This is an optimization exercise on Yosys and OpenROAD, whose aim is a short achievable clock period and few clock cycles, not a production implementation.
At most, simulation tests tie the RTL to the original design; equivalence was not proved.
Power and IR drop assume default switching activity.

==> build 25 <==
==> flow/design.v (excerpt) <==
module pipeline_top (
    input clk, rstn,
    output reg halt_out,
    output [31:0] imem_addr,
    input [31:0] imem_rdata,
    output [31:0] dmem_addr,
    output [31:0] dmem_wdata,
    output [1:0] dmem_size,
    output dmem_we,
    input [31:0] dmem_rdata
);
Settings: LEC_CHECK=0, CAP_MARGIN=20, CORE_MARGIN=2, CORE_UTILIZATION=60, GPL_TIMING_DRIVEN=1, SLEW_MARGIN=20, SYNTH_HIERARCHICAL=1; clock period 30.0 ns.
standard.sh (not shown) runs the stock make flow with config.mk's settings and CLKGATE_MAP_FILE= SYNTH_SCRIPT=/design/flow/synth_recipe.tcl, a recipe that flattens the netlist after the stock synthesis.
==> flow/flow/run.sh <==
#!/bin/bash
# The standard layout, with fast buffers (instead of the default pick, a delay
# cell) on the input and output ports. make's output goes to make.log here.
set -euo pipefail
bash standard.sh finish "BUFFER_PORTS_ARGS=-buffer_cell sky130_fd_sc_hd__buf_4" > make.log 2>&1
==> inputs of trial 60, as changes to build 25 <==
--- a/flow/design.v
+++ b/flow/design.v
@@ -1238,10 +1238,14 @@
 reg  [9:0]  pc_f;             
 reg  [9:0]  ia_f;             
 reg         lc_v;
 reg  [4:0]  lc_rd;
 reg  [11:0] lc_val;
+reg  [11:0] jv_d;             
+reg         kc_v;
+reg  [4:0]  kc_rd;
+reg  [31:0] kc_val;
 reg         v_d;
 reg  [31:0] ir_d;
 reg  [9:0]  pc_d;
 reg         pt_d;             
 reg  [31:1] sel1_d, sel2_d;   
@@ -1374,34 +1378,43 @@
 wire        sok_d = (s1_d | s2_d) & add_e & ~f3_d[2] & ~fa_w_e & ~fb_w_e;
 wire rs_same_d = rs1_d == rs2_d;
 wire br_fast_d = (ok1_d & ok2_d) | sok_d | rs_same_d;
 wire br_cond_d = rs_same_d ? (f3_d[2] ? f3_d[0] : ~f3_d[0]) :
                  (ok1_d & ok2_d) ? cond_d : (seq_d ^ f3_d[0]);
-wire br_pred_d = ir_d[31];                          
+wire br_pred_d = pt_d;                              
 wire br_take_d = br_fast_d ? br_cond_d : br_pred_d;
 wire [9:0] pc1_d   = pc_d + 10'd1;
 wire [9:0] brtgt_d = pc_d + {ir_d[7], ir_d[30:25], ir_d[11:9]};
 wire [9:0] jtgt_d  = pc_d + {ir_d[19:12], ir_d[20], ir_d[30:22]};
 wire [11:0] jrsum_d = f1_d[11:0] + ir_d[31:20];
 wire [9:0] jrtgt_d = jrsum_d[11:2];
 wire take_d = is_jal_d | is_jalr_d | (is_br_d & br_take_d);
 wire d_ok    = v_d & ~e_mis & ~stopped;
 wire d_stall = v_d & ~stopped & d_wait;         
 wire d_go    = d_ok & ~d_wait;                  
-wire jr_ok   = pt_d & (jrtgt_d == pc_f);            
+wire jr_ok   = pt_d & (f1_d[11:0] == jv_d);         
 wire d_redir = d_go & (is_jalr_d ? ~jr_ok : (take_d ^ pt_d));
 wire d_halt  = d_go & is_halt_d;
 wire d_end   = v_d & ~stopped & ~d_wait & is_halt_d;    
 wire        d_const = v_d & ~stopped & (is_lui_d | is_auipc_d) & (rd_d != 5'd0);
 wire        d_kill  = v_d & ~stopped & wr_d & (rd_d == lc_rd);
 wire        lk_v    = d_const | (lc_v & ~d_kill);
 wire [4:0]  lk_rd   = d_const ? rd_d : lc_rd;
 wire [11:0] lk_val  = d_const ? (is_auipc_d ? {pc_d, 2'b00} : 12'd0) : lc_val;
-wire [9:0]  pc_seq;            
+wire [9:0]  pc_nxt, ia_nxt;    
 wire        pt_f;              
+wire        d_addi  = v_d & ~stopped & is_opi_d & (f3_d == 3'd0) & (rd_d != 5'd0);
+wire        d_kset  = d_addi & ((rs1_d == 5'd0) | (kc_v & (rs1_d == kc_rd)));
+wire        d_kkill = v_d & ~stopped & wr_d & (rd_d == kc_rd);
+wire        kk_v    = d_kset | (kc_v & ~d_kkill);
+wire [4:0]  kk_rd   = d_kset ? rd_d : kc_rd;
+wire [31:0] kk_val  = d_kset ? (((rs1_d == 5'd0) ? 32'd0 : kc_val) + immI) : kc_val;
+wire        kk_zero = kk_val == 32'd0;
 fpred FP (.pc(pc_f), .ins(imem_rdata), .lk_v(lk_v), .lk_rd(lk_rd), .lk_val(lk_val),
-          .nxt(pc_seq), .taken(pt_f));
+          .kk_v(kk_v), .kk_rd(kk_rd), .kk_zero(kk_zero), .kk_neg(kk_val[31]),
+          .use_p(use_p), .oth_p(oth_p), .use_i(use_i), .oth_i(oth_i),
+          .nxt_p(pc_nxt), .nxt_i(ia_nxt), .taken(pt_f));
 wire [31:0] prod_m;
 mul_final MF (.rows(rows_m), .p(prod_m));
 reg  [31:0] ld_val_m;
 always @(*) begin
     case (f3_m[1:0])
@@ -1430,41 +1443,48 @@
 wire       d_brv   = v_d & is_br_d;
 wire       d_jrmis = v_d & is_jalr_d & ~jr_ok;
 wire       d_jmis  = v_d & is_jal_d & ~pt_d;
 wire       use_seq = ~e_mis & (d_brv ? (br_take_d == pt_d) : ~(d_jrmis | d_jmis));
 wire [9:0] oth_nxt = e_mis ? alt_e : d_brv ? (pt_d ? pc1_d : brtgt_d) : d_jrmis ? jrtgt_d : jtgt_d;
-wire [9:0] pc_nxt  = use_seq ? pc_seq : oth_nxt;
+wire       en_p    = e_mis | ~f_hold;
+wire       en_i    = e_mis | ~d_stall;
+wire       use_p   = use_seq & en_p;
+wire [9:0] oth_p   = en_p ? oth_nxt : pc_f;
+wire       use_i   = rstn & use_seq & en_i;
+wire [9:0] oth_i   = ~rstn ? 10'd0 : en_i ? oth_nxt : ia_f;
 always @(posedge clk or negedge rstn) begin
     if (!rstn) begin
         pc_f <= 10'd0;
-        ia_f <= 10'd0;
         lc_v <= 1'b0;
         lc_rd <= 5'd0;
         lc_val <= 12'd0;
+        kc_v <= 1'b0;
+        kc_rd <= 5'd0;
+        kc_val <= 32'd0;
         v_d <= 1'b0;
         ir_d <= 32'b0;
         pc_d <= 10'd0;
         pt_d <= 1'b0;
+        jv_d <= 12'd0;
         sel1_d <= 31'b0;
         sel2_d <= 31'b0;
         eq1e <= 1'b0; eq1m <= 1'b0; eq1w <= 1'b0;
         eq2e <= 1'b0; eq2m <= 1'b0; eq2w <= 1'b0;
         v_e <= 1'b0; wr_e <= 1'b0; ld_e <= 1'b0; st_e <= 1'b0; mul_e <= 1'b0;
         halt_e <= 1'b0; chk_e <= 1'b0;
         rd_e <= 5'd0;
         fa_w_e <= 1'b0; fb_w_e <= 1'b0;
-        wr_m <= 1'b0; ld_m <= 1'b0; mul_m <= 1'b0; we_m <= 1'b0; rd_m <= 5'd0;
+        wr_m <= 1'b0; ld_m <= 1'b0; mul_m <= 1'b0; rd_m <= 5'd0;
         wr_w <= 1'b0; rd_w <= 5'd0;
         stopped <= 1'b0;
-        halt_out <= 1'b0;
     end else begin
-        if (e_mis | ~f_hold) pc_f <= pc_nxt;
-        if (e_mis | ~d_stall) ia_f <= pc_nxt;
+        pc_f <= pc_nxt;
         if (~f_hold) begin
             ir_d <= imem_rdata;
             pc_d <= pc_f;
             pt_d <= pt_f;
+            jv_d <= lk_val;
             eq1e <= wr_d & (rd_d == imem_rdata[19:15]);
             eq2e <= wr_d & (rd_d == imem_rdata[24:20]);
             eq1m <= v_e & wr_e & (rd_e == imem_rdata[19:15]);
             eq2m <= v_e & wr_e & (rd_e == imem_rdata[24:20]);
             eq1w <= wr_m & (rd_m == imem_rdata[19:15]);
@@ -1486,10 +1506,13 @@
         if (d_halt) stopped <= 1'b1;
         if (d_go) begin
             lc_v <= lk_v;
             lc_rd <= lk_rd;
             lc_val <= lk_val;
+            kc_v <= kk_v;
+            kc_rd <= kk_rd;
+            kc_val <= kk_val;
         end
         v_e    <= d_go;
         wr_e   <= d_go & wr_d;
         ld_e   <= d_go & is_ld_d;
         st_e   <= d_go & is_st_d;
@@ -1500,14 +1523,22 @@
         fa_w_e <= d_go & use1_d & ~m1_e & m1_m & m_late;
         fb_w_e <= d_go & use2_d & ~m2_e & m2_m & m_late;
         wr_m  <= v_e & wr_e;
         ld_m  <= v_e & ld_e;
         mul_m <= v_e & mul_e;
-        we_m  <= v_e & st_e;
         rd_m  <= rd_e;
         wr_w <= wr_m;
         rd_w <= rd_m;
+    end
+end
+always @(posedge clk) begin
+    ia_f <= ia_nxt;                 
+    if (!rstn) begin
+        we_m <= 1'b0;
+        halt_out <= 1'b0;
+    end else begin
+        we_m <= v_e & st_e;
         halt_out <= halt_out | (v_e & halt_e) |
                     (d_halt & ~(v_e & st_e));
     end
 end
 always @(posedge clk) begin
@@ -1543,20 +1574,34 @@
     input  [9:0]  pc,
     input  [31:0] ins,
     input         lk_v,
     input  [4:0]  lk_rd,
     input  [11:0] lk_val,
-    output [9:0]  nxt,
+    input         kk_v,
+    input  [4:0]  kk_rd,
+    input         kk_zero,
+    input         kk_neg,
+    input         use_p,       
+    input  [9:0]  oth_p,
+    input         use_i,       
+    input  [9:0]  oth_i,
+    output [9:0]  nxt_p,
+    output [9:0]  nxt_i,
     output        taken
 );
 wire [6:0]  op  = ins[6:0];
 wire        jal = op == 7'b1101111;
-wire        bb  = (op == 7'b1100011) & ins[31];
+wire        br  = op == 7'b1100011;
+wire        kn  = kk_v & (ins[19:15] == kk_rd) & (ins[24:20] == 5'd0) & ~ins[13];
+wire        kt  = (ins[14] ? kk_neg : kk_zero) ^ ins[12];
+wire        bb  = br & (kn ? kt : ins[31]);
 wire        jr  = (op == 7'b1100111) & lk_v & (ins[19:15] == lk_rd);
 wire [9:0]  jt  = pc + {ins[19:12], ins[20], ins[30:22]};
 wire [9:0]  bt  = pc + {ins[7], ins[30:25], ins[11:9]};
 wire [11:0] js  = lk_val + ins[31:20];
 wire [9:0]  p1  = pc + 10'd1;
-assign nxt = ({10{jal}} & jt) | ({10{bb}} & bt) | ({10{jr}} & js[11:2]) |
+wire [9:0]  nxt = ({10{jal}} & jt) | ({10{bb}} & bt) | ({10{jr}} & js[11:2]) |
              ({10{~(jal | bb | jr)}} & p1);
 assign taken = jal | bb | jr;
+assign nxt_p = use_p ? nxt : oth_p;
+assign nxt_i = use_i ? nxt : oth_i;
 endmodule
Settings changed: CAP_MARGIN 20 to 40, CORE_UTILIZATION 60 to 55, GPL_ROUTABILITY_DRIVEN from default to 1, SLEW_MARGIN 20 to 40.
==> flow_summary.html <==
<table>
<tr><th>Metric</th><th>Value</th></tr>
<tr><th colspan="2">Finish</th></tr>
<tr><td>Sequential cell count of the final layout</td><td>1688</td></tr>
<tr><td>Cell area after layout</td><td>0.107 mm2</td></tr>
<tr><th colspan="2">Pwr</th></tr>
<tr><td>Fraction of power spent switching nets</td><td>0.418</td></tr>
<tr><td>Overall power after layout</td><td>9.55 mW</td></tr>
<tr><th colspan="2">Critical path</th></tr>
<tr><td>Worst path max stage delay</td><td>1.08 ns</td></tr>
<tr><th colspan="2">Synthesis</th></tr>
<tr><td>Mapped Cells</td><td>8990</td></tr>
<tr><td>Top post-synthesis cells by count</td><td>edfxtp_1 (1056), inv_1 (860), nand2_1 (654), clkbuf_1 (482), fa_1 (457)</td></tr>
<tr><td>Synth Area in Adders</td><td>0.132</td></tr>
<tr><th colspan="2">Timing</th></tr>
<tr><td>Least-Margin Pin Slew</td><td>1.33 ns</td></tr>
<tr><th colspan="2">Placed design</th></tr>
<tr><td>Last weighted congestion value of the routability-driven placer</td><td>1.04</td></tr>
<tr><th colspan="2">Routing</th></tr>
<tr><td>WL/cell</td><td>37.5 um</td></tr>
<tr><td>Number of vias after detailed routing</td><td>82800</td></tr>
<tr><th colspan="2">Global route</th></tr>
<tr><td>Number of global-route vias before repair</td><td>79100</td></tr>
<tr><td>Wire length of the first global-routing pass</td><td>585000 um</td></tr>
<tr><th colspan="2">Status</th></tr>
<tr><td>Run status</td><td>timing/DRC/antenna clean</td></tr>
<tr><th colspan="2">Die</th></tr>
<tr><td>Die outline area</td><td>0.166 mm2</td></tr>
</table>
-- figures above: build 25

==> flow_summary.html <==
<table>
<tr><th>Metric</th><th>Value</th></tr>
<tr><th colspan="2">Placed design</th></tr>
<tr><td>Last weighted congestion value of the routability-driven placer</td><td>1.02</td></tr>
<tr><th colspan="2">Synthesis</th></tr>
<tr><td>Top post-synthesis cells by count</td><td>edfxtp_1 (1056), inv_1 (887), nand2_1 (826), clkbuf_1 (476)</td></tr>
<tr><td>Synth Area in Adders</td><td>0.130</td></tr>
<tr><th colspan="2">Pwr</th></tr>
<tr><td>Fraction of power spent switching nets</td><td>0.405</td></tr>
<tr><td>Overall power after layout</td><td>8.99 mW</td></tr>
<tr><th colspan="2">Timing</th></tr>
<tr><td>Least-Margin Pin Slew</td><td>1.10 ns</td></tr>
<tr><th colspan="2">Finish</th></tr>
<tr><td>Cell area after layout</td><td>0.113 mm2</td></tr>
<tr><th colspan="2">Status</th></tr>
<tr><td>Run status</td><td>timing/DRC/antenna clean</td></tr>
</table>
-- figures above: trial 60

Testbench counts of trial 60, summed over its fixed seeds: cycles 40,375.
The RTL of build 25 was laid out without a check of its function.

afterwards: timing with drivers on the ports:
In the flow no input, the clock included, has a driving cell. The finished layouts below were timed again as built, in two steps. Step 1 (the two cells are an assumption about what drives the block):
set clk [get_ports {clk}]
set_driving_cell -lib_cell sky130_fd_sc_hd__clkbuf_16 $clk
set_driving_cell -lib_cell sky130_fd_sc_hd__buf_2 [delete_from_list [all_inputs] $clk]
Step 2 adds t to the input delays and takes it off the output delays; t is the mean of the earliest and latest rising clock arrival at the registers after step 1. Input paths then give back, and output paths get back, about the clock's delay inside the block. a / b / c = no drivers / after step 1 / after step 2; a / b = the first two.
run	shift t [ns]	setup WS [ns]	hold slack, ns	worst data-port slew with drivers (ns)
build 25	0.956	22.350 / 22.350 / 21.529	0.454 / 0.454 / 0.454	0.21
trial 60	0.949	22.108 / 22.108 / 21.512	0.457 / 0.457 / 0.457	0.05
After both steps setup and hold are still met in every run listed. The setup slack of build 25, which loses most, moves by 0.000 ns with the drivers and by -0.821 ns with both steps.
